What follows belongs to an exercise in optimizing a design on an open flow for small area, a short achievable clock period and few clock cycles per item; a production flow would make more cautious choices.
Only simulation tests tie the RTL to the original design; equivalence was not proved.
No activity file was given, so power comes from the tool's default toggle rates.

**flow/run.sh**
```bash
#!/bin/bash
# synth_recipe.tcl (not shown) runs the flow's synth.tcl, then flattens the netlist and writes it again
# the make line also repeats each setting of config.mk as NAME=value (left out here)
make -C /OpenROAD-flow-scripts/flow DESIGN_CONFIG=/design/flow/config.mk WORK_HOME=/design/flow/orfs CLKGATE_MAP_FILE= SYNTH_SCRIPT=/design/flow/synth_recipe.tcl finish
```
**flow/config.mk**
```make
export PLATFORM = sky130hd
export DESIGN_NAME = s_axil_register
export DESIGN_NICKNAME = s_axil_register
export VERILOG_FILES = /design/flow/design.v
export SDC_FILE = /design/flow/constraint.sdc
export NUM_CORES = 4
export LEC_CHECK = 0
export CAP_MARGIN = 20
export CORE_MARGIN = 2
export CORE_UTILIZATION = 40
export PLACE_DENSITY = 0.6
export SLEW_MARGIN = 20
```
**flow/constraint.sdc**
```tcl
create_clock -name core_clock -period 3.5 [get_ports {ACLK}]
set_input_delay 0.7000 -clock core_clock [delete_from_list [all_inputs] [get_ports {ACLK}]]
set_output_delay 0.7000 -clock core_clock [all_outputs]
set_load 0.01 [all_outputs]
```
**flow/design.v**
```verilog
`timescale 1ns/1ps
module s_axil_register # (
    parameter   S_AXI_ADDR_WIDTH = 6,
                S_AXI_DATA_WIDTH = 32
)
(   
    input                                   ACLK    ,
    input                                   ARESET  ,
    input   [S_AXI_ADDR_WIDTH-1 : 0]        AWADDR  ,
    input                                   AWVALID ,
    output                                  AWREADY ,
    input   [S_AXI_DATA_WIDTH-1 : 0]        WDATA   ,
    input                                   WVALID  ,
    output                                  WREADY  ,
    input   [S_AXI_DATA_WIDTH/8-1 : 0]      WSTRB   ,
    output  [1 : 0]                         BRESP   ,
    output                                  BVALID  ,
    input                                   BREADY  ,
    input   [S_AXI_ADDR_WIDTH-1 : 0]        ARADDR  ,
    input                                   ARVALID ,
    output                                  ARREADY ,
    output  [S_AXI_DATA_WIDTH-1 : 0]        RDATA   ,
    output  [1 : 0]                         RRESP   ,
    output                                  RVALID  ,
    input                                   RREADY
);  
    localparam  ADDR_REG_0 = 'h00, ADDR_REG_8 = 'h20,
                ADDR_REG_1 = 'h04, ADDR_REG_9 = 'h24,
                ADDR_REG_2 = 'h08, ADDR_REG_A = 'h28,
                ADDR_REG_3 = 'h0C, ADDR_REG_B = 'h2C,
                ADDR_REG_4 = 'h10, ADDR_REG_C = 'h30,
                ADDR_REG_5 = 'h14, ADDR_REG_D = 'h34,
                ADDR_REG_6 = 'h18, ADDR_REG_E = 'h38,
                ADDR_REG_7 = 'h1C, ADDR_REG_F = 'h3C;
    reg     [S_AXI_DATA_WIDTH-1 : 0]    registers [0 : 15];
    localparam  ST_AW_IDLE = 2'd0,       
                ST_AW_PREP = 2'd1,       
                ST_AW_WAIT = 2'd2,       
                ST_AW_DONE = 2'd3;       
    reg     [1 : 0]                     aw_state, aw_next;   
    reg     [S_AXI_ADDR_WIDTH-1 : 0]    aw_reg;              
    wire                                aw_hs;               
    reg                                 aw_hs_flag;          
    wire                                aw_w_hs_flag;        
    always @ (posedge ACLK) begin
        if (ARESET)     aw_state <= ST_AW_IDLE;
        else            aw_state <= aw_next;
    end
    always @ (*) begin
        aw_next = aw_state;
        case (aw_state)
            ST_AW_IDLE : if (AWVALID)       aw_next = ST_AW_PREP; 
                         else               aw_next = ST_AW_IDLE;
            ST_AW_PREP :                    aw_next = ST_AW_WAIT;
            ST_AW_WAIT : if (aw_w_hs_flag)  aw_next = ST_AW_DONE;
                         else               aw_next = ST_AW_WAIT;
            ST_AW_DONE :                    aw_next = ST_AW_IDLE;
            default    :                    aw_next = ST_AW_IDLE;
        endcase
    end
    assign aw_hs   = (AWVALID & AWREADY);        
    assign AWREADY = (aw_state == ST_AW_IDLE);   
    always @ (posedge ACLK) begin
        if      (ARESET)        aw_reg <= 'h0;
        else if (aw_hs)         aw_reg <= AWADDR;
    end
    always @ (posedge ACLK) begin
        if      (ARESET)                    aw_hs_flag <= 1'b0;
        else if (aw_hs)                     aw_hs_flag <= 1'b1;
        else if (aw_state == ST_AW_DONE)    aw_hs_flag <= 1'b0;
    end
    localparam  ST_W_IDLE = 3'd0,    
                ST_W_PREP = 3'd1,    
                ST_W_WAIT = 3'd2,    
                ST_W_RESP = 3'd3,    
                ST_W_DONE = 3'd4;    
    reg     [2 : 0]                     w_state, w_next;     
    reg     [S_AXI_DATA_WIDTH-1 : 0]    w_reg;               
    wire    [S_AXI_DATA_WIDTH-1 : 0]    w_mask;              
    reg     [S_AXI_DATA_WIDTH-1 : 0]    w_mask_reg;          
    wire                                w_hs;                
    reg                                 w_hs_flag;           
    always @ (posedge ACLK) begin
        if (ARESET)     w_state <= ST_W_IDLE;
        else            w_state <= w_next;
    end
    always @ (*) begin
        w_next = w_state;
        case (w_state)
            ST_W_IDLE : if (WVALID)         w_next = ST_W_PREP;
                        else                w_next = ST_W_IDLE;
            ST_W_PREP :                     w_next = ST_W_WAIT;
            ST_W_WAIT : if (aw_w_hs_flag)   w_next = ST_W_RESP;
                        else                w_next = ST_W_WAIT;
            ST_W_RESP : if (BREADY)         w_next = ST_W_DONE;
                        else                w_next = ST_W_RESP;
            ST_W_DONE :                     w_next = ST_W_IDLE;
            default   :                     w_next = ST_W_IDLE;
        endcase
    end
    assign w_hs   = (WVALID & WREADY);               
    assign WREADY = (w_state == ST_W_IDLE);          
    assign BVALID = (w_state == ST_W_RESP);          
    assign BRESP  = 2'b00;                           
    assign aw_w_hs_flag = aw_hs_flag & w_hs_flag;    
    assign w_mask  = { {8{WSTRB[3]}}, {8{WSTRB[2]}}, {8{WSTRB[1]}}, {8{WSTRB[0]}} };     
    always @ (posedge ACLK) begin
        if      (ARESET)                w_reg <= 'h0;
        else if (w_hs)                  w_reg <= (WDATA & w_mask);
    end
    always @ (posedge ACLK) begin
        if      (ARESET)                w_mask_reg <= 'h0;
        else if (w_hs)                  w_mask_reg <= w_mask;
    end
    always @ (posedge ACLK) begin
        if      (ARESET)                w_hs_flag <= 1'b0;
        else if (w_hs)                  w_hs_flag <= 1'b1;
        else if (w_state == ST_W_RESP)  w_hs_flag <= 1'b0;
    end
    integer i;
    always @ (posedge ACLK) begin
        if (ARESET) begin
            for (i = 0; i < 16; i = i + 1) registers[i] <= 'h0;
        end
        else if (aw_w_hs_flag) begin
            case (aw_reg)
                ADDR_REG_0 : registers[0]  <= w_reg | (registers[0]  & ~w_mask_reg);
                ADDR_REG_1 : registers[1]  <= w_reg | (registers[1]  & ~w_mask_reg);
                ADDR_REG_2 : registers[2]  <= w_reg | (registers[2]  & ~w_mask_reg);
                ADDR_REG_3 : registers[3]  <= w_reg | (registers[3]  & ~w_mask_reg);
                ADDR_REG_4 : registers[4]  <= w_reg | (registers[4]  & ~w_mask_reg);
                ADDR_REG_5 : registers[5]  <= w_reg | (registers[5]  & ~w_mask_reg);
                ADDR_REG_6 : registers[6]  <= w_reg | (registers[6]  & ~w_mask_reg);
                ADDR_REG_7 : registers[7]  <= w_reg | (registers[7]  & ~w_mask_reg);
                ADDR_REG_8 : registers[8]  <= w_reg | (registers[8]  & ~w_mask_reg);
                ADDR_REG_9 : registers[9]  <= w_reg | (registers[9]  & ~w_mask_reg);
                ADDR_REG_A : registers[10] <= w_reg | (registers[10] & ~w_mask_reg);
                ADDR_REG_B : registers[11] <= w_reg | (registers[11] & ~w_mask_reg);
                ADDR_REG_C : registers[12] <= w_reg | (registers[12] & ~w_mask_reg);
                ADDR_REG_D : registers[13] <= w_reg | (registers[13] & ~w_mask_reg);
                ADDR_REG_E : registers[14] <= w_reg | (registers[14] & ~w_mask_reg);
                ADDR_REG_F : registers[15] <= w_reg | (registers[15] & ~w_mask_reg);
            endcase
        end
    end
    localparam  ST_R_IDLE = 2'd0,    
                ST_R_PREP = 2'd1,    
                ST_R_DATA = 2'd2,    
                ST_R_DONE = 2'd3;    
    reg     [1 : 0]                     r_state, r_next;     
    reg     [S_AXI_ADDR_WIDTH-1 : 0]    ar_reg;              
    wire                                ar_hs;               
    reg     [S_AXI_DATA_WIDTH-1 : 0]    r_reg;               
    always @ (posedge ACLK) begin
        if (ARESET)     r_state <= ST_R_IDLE;
        else            r_state <= r_next;
    end
    always @ (*) begin
        r_next = r_state;
        case (r_state)
            ST_R_IDLE : if (ARVALID)    r_next = ST_R_PREP;
                        else            r_next = ST_R_IDLE;
            ST_R_PREP :                 r_next = ST_R_DATA;
            ST_R_DATA : if (RREADY)     r_next = ST_R_DONE;
                        else            r_next = ST_R_DATA;
            ST_R_DONE :                 r_next = ST_R_IDLE;
            default   :                 r_next = ST_R_IDLE;
        endcase
    end
    assign ar_hs   = (ARREADY & ARVALID);        
    assign ARREADY = (r_state == ST_R_IDLE);     
    assign RVALID  = (r_state == ST_R_DATA);     
    assign RRESP   = 2'b00;                      
    assign RDATA   = r_reg;                      
    always @ (posedge ACLK) begin
        if      (ARESET)    ar_reg <= 'h0;
        else if (ar_hs)     ar_reg <= ARADDR;
    end
    always @ (posedge ACLK) begin
        if (ARESET) 
            r_reg <= 'h0;
        else begin
            case (ar_reg)
                ADDR_REG_0 : r_reg <= registers[0];
                ADDR_REG_1 : r_reg <= registers[1];
                ADDR_REG_2 : r_reg <= registers[2];
                ADDR_REG_3 : r_reg <= registers[3];
                ADDR_REG_4 : r_reg <= registers[4];
                ADDR_REG_5 : r_reg <= registers[5];
                ADDR_REG_6 : r_reg <= registers[6];
                ADDR_REG_7 : r_reg <= registers[7];
                ADDR_REG_8 : r_reg <= registers[8];
                ADDR_REG_9 : r_reg <= registers[9];
                ADDR_REG_A : r_reg <= registers[10];
                ADDR_REG_B : r_reg <= registers[11];
                ADDR_REG_C : r_reg <= registers[12];
                ADDR_REG_D : r_reg <= registers[13];
                ADDR_REG_E : r_reg <= registers[14];
                ADDR_REG_F : r_reg <= registers[15];
            endcase
        end
    end
endmodule
```
==> impl_metrics.json <==
{
  "start_kind": "flip-flop",
  "synth_compound_area_share_pct": 25.41,
  "gp_congestion": 0.9098,
  "io_buffer_count": 91,
  "clkTransAtPathRegs_ns": 0.06,
  "slowest_stage": "a2111oi_0",
  "whs_endpoint": "r_reg[20]$_SDFFE_PP0P_",
  "largest_reg_flops": 512,
  "ff_latch_area_mm2": 0.01204,
  "synth_edf_count": 0,
  "cts_sinks": 601,
  "synthCells": 2694,
  "r2r_end": "r_reg[4]$_SDFFE_PP0P_",
  "fin_skew_ns": 0.02745,
  "p_per_area_mw_per_mm2": 541.0,
  "synth_xor_area_share_pct": 0,
  "final_layout_size_suffix_gt1_share_pct": 10.31,
  "synth_top_cell_area_share_pct": 49.58,
  "synth_area_leaders": "dfxtp_1 (50%), a22oi_1 (18%), nor2_1 (8.3%), nand2_1 (2.6%), clkbuf_1 (2.5%)",
  "insertion_delay_ns": 0.61,
  "dieArea_mm2": 0.06265,
  "ys_async_sr_fraction_pct": 0,
  "syn2layout_area_growth_pct": 15.31,
  "synthAdderAreaFrac_pct": 0.2578,
  "status": "timing/DRC/antenna clean",
  "max_freq_mhz": 333.4,
  "finalHoldViolCount": 0,
  "drtIter0Drc": 3192,
  "ios": 96,
  "finalCriticalPeriod_ns": 2.999,
  "fillers": 5711,
  "htreeDepth": 3,
  "finalSetupTns_ns": 0,
  "grt_max_degree": 229,
  "synth_top_area_cell": "dfxtp_1",
  "core_region_area_mm2": 0.06013,
  "synth.cells.most_frequent": "dfxtp_1 (601), a22oi_1 (588), nor2_1 (537)",
  "cts_buffers": 66,
  "rows": 90,
  "critPathKind": "flip-flop to flip-flop",
  "post-route-util_pct": 46.53,
  "r2r_start": "ar_reg[1]$_SDFFE_PP0P_",
  "min_from": "r_reg[20]$_SDFFE_PP0P_",
  "track_usage_pct": 28.40,
  "path_cells": "and4bb_1 > and3_1 > a2111oi_0 > and4_1 > o21ai_1",
  "yosysUniqueCellTypes": 67,
  "grt_remaining_overflow": 0,
  "slew_headroom_pct": 21.10,
  "reg2reg_slack_ns": 0.50,
  "dr.pass1.iters": 9,
  "clk_path_buf_depth": 3,
  "route.vias.total": 22230,
  "yosys_warnings": 2,
  "die_w_um": 250.3,
  "critical_path.max_fanout": 15,
  "grt_pass1_vias": 21260,
  "ys_ff_latch": 601,
  "critPathMaxStageDelay_ns": 0.86,
  "nets": 2734,
  "grt_pass1_wl_mm": 135.5,
  "multi_input_area_mm2": 0.01117,
  "yosysMostFrequentCell": "dfxtp_1",
  "ir_worst_vdd_mv": 0.3017,
  "synth-main-ff-cell": "dfxtp_1",
  "r2r_cells": 5,
  "synthMuxAreaShare_pct": 4.006,
  "drt_wl_total_mm": 91.58,
  "min_delay_path_depth": 2,
  "ctsResizeCount": 0,
  "synth_simple_gate_area_share_pct": 15.66,
  "drc_errors": 0,
  "post_drt_wl_per_cell_um": 26.19,
  "required_ns": 3.99,
  "diodes": 0,
  "synth.cell_area_mm2": 0.02427,
  "cts-root-buf": "clkbuf_16",
  "cp-end-kind": "flip-flop",
  "arrival_ns": 3.49,
  "vias_per_cell": 6.358,
  "syn_avg_cell_area_um2": 9.008,
  "synth_top_family_by_area": "compound AO/OA/AOI/OAI gates",
  "yosysSeqAreaShare_pct": 49.58,
  "finalSetupViolCount": 0,
  "rsz0062_at_grt": "false",
  "postRouteAntennaNets": 0,
  "cts_setup_buffers": 0,
  "start_util_pct": 40.36,
  "antenna_found_initial": 0,
  "maxCapViolations": 0,
  "worst_pin_slew_ns": 1.183,
  "slew_viol_final": 0,
  "die_y_um": 250.3,
  "cts_hold_buf": 0,
  "period_share_pct": 85.69,
  "cts_tree": "built",
  "hold_class": "flip-flop to flip-flop",
  "post-dp-hpwl_mm": 58.61,
  "cellLeakagePower_nw": 9.406
}
-- per-layer routing --
layer	track usage [%]	vias up	share of wire [%]
li1	-	9796	-
met1	37.89	10880	41
met4	14.71	0	4.9
met3	6.391	249	10
met2	43.00	1305	44
met5	0	-	0
-- how the worst max path moves through the flow --
stage / cells after the start / slack, ns / endpoint / startpoint
finish: 5 / 0.50 / r_reg[4]$_SDFFE_PP0P_ / ar_reg[1]$_SDFFE_PP0P_
detailed placement: 5 / 0.61 / r_reg[4]$_SDFFE_PP0P_ / ar_reg[1]$_SDFFE_PP0P_
CTS: 5 / 0.60 / r_reg[4]$_SDFFE_PP0P_ / ar_reg[1]$_SDFFE_PP0P_
floorplan: 7 / 1.62 / r_reg[2]$_SDFFE_PP0P_ / ar_reg[4]$_SDFFE_PP0P_
global route: 5 / 0.47 / r_reg[4]$_SDFFE_PP0P_ / ar_reg[1]$_SDFFE_PP0P_
global placement: 5 / 0.63 / r_reg[4]$_SDFFE_PP0P_ / ar_reg[1]$_SDFFE_PP0P_
-- area by class of cell --
class                      count  share of cell area (%)
sequential                   601                   43.02
multi-input combinational   1815                   39.93
clock buffer                  94                   6.975
timing repair buffer         185                   6.019
tap                          782                   3.497
clock inverter                15                  0.4874
inverter                       5                 0.06707
-- worst max-delay path, delay by kind of cell (launching register included) --
kind | cells | cell delay (ns)
flops | 1 | 0.65
compound gates | 2 | 0.93
simple gates | 3 | 1.29
-- per-stage QoR --
stage | hold WS, ns | area, µm² | setup WS, ns | cells | power, mW
3_3_place_gp | 0.4331 | 25890 | 0.6277 | 3388 | 8.387
3_5_place_dp | 0.4325 | 25890 | 0.6148 | 3388 | 8.402
5_1_grt | 0.4536 | 27980 | 0.4682 | 3497 | 15.51
4_1_cts | 0.4403 | 27980 | 0.5989 | 3497 | 15.18
6_report | 0.4378 | 27980 | 0.5007 | 3497 | 15.14
2_1_floorplan | 0.4559 | 24280 | 1.618 | 2697 | 7.805
-- power breakdown --
part	switching (mW)	internal, mW
logic	0.733	0.396
clock network	2.86	4.01
registers	0.214	6.93
total	3.80	11.3
-- kinds of logic after synthesis --
family	after synthesis
AO/OA/AOI/OAI	850
multiplexers	76
AND/OR/NAND/NOR	880
other	1
flip-flops	601
adder cells (fa/ha/maj)	5
buffers and inverters	281
-- cells in the final DEF (no fill, tap or decap), types with 7 or more instances in the layout --
master and instances:
dfxtp_1 599, a22oi_1 588, nor2_1 532, nand2_1 170, a21oi_1 91, clkdlybuf4s50_1 90, buf_4 89, clkbuf_16 70
nand3_1 54, o21ai_0 45, mux2i_1 33, mux2_2 29, and3_1 25, nor2_4 17, a221oi_1 14, mux4_2 14
clkbuf_1 13, a222oi_1 12, clkbuf_8 11, nor3_1 10, a22o_1 10, a32oi_1 10, a2bb2oi_1 10, nand3b_1 10
clkinv_2 10, a2111oi_0 9, a211oi_1 8, nand4_1 7, o21ai_1 7, o221ai_1 7, and4_1 7
Testbench counts, summed over its fixed seeds: cycles 41,970, items 12,000.

static timing again, ports no longer ideal:
How much do the figures lean on ideal ports? The routed layout below was timed once more, with nothing changed but the port constraints.
Step 1, drivers: a clkbuf_16 drives ACLK and a buf_2 each remaining input, both assumed.
Step 2 moves the port delays by t, midway between the first and last clock arrival at a register: inputs arrive t later, outputs are due t later. That takes back most of the time a late clock gives input paths.
Slacks: no drivers / after step 1 / after step 2; pairs: no drivers / after step 1.
t (ns): 0.668
setup slack, ns: 0.501 / 0.501 / 0.501
worst setup path after step 2: register to register
After both steps setup and hold are still met in this run. The setup slack of this run moves by 0.000 ns with the drivers and by 0.000 ns with both steps.
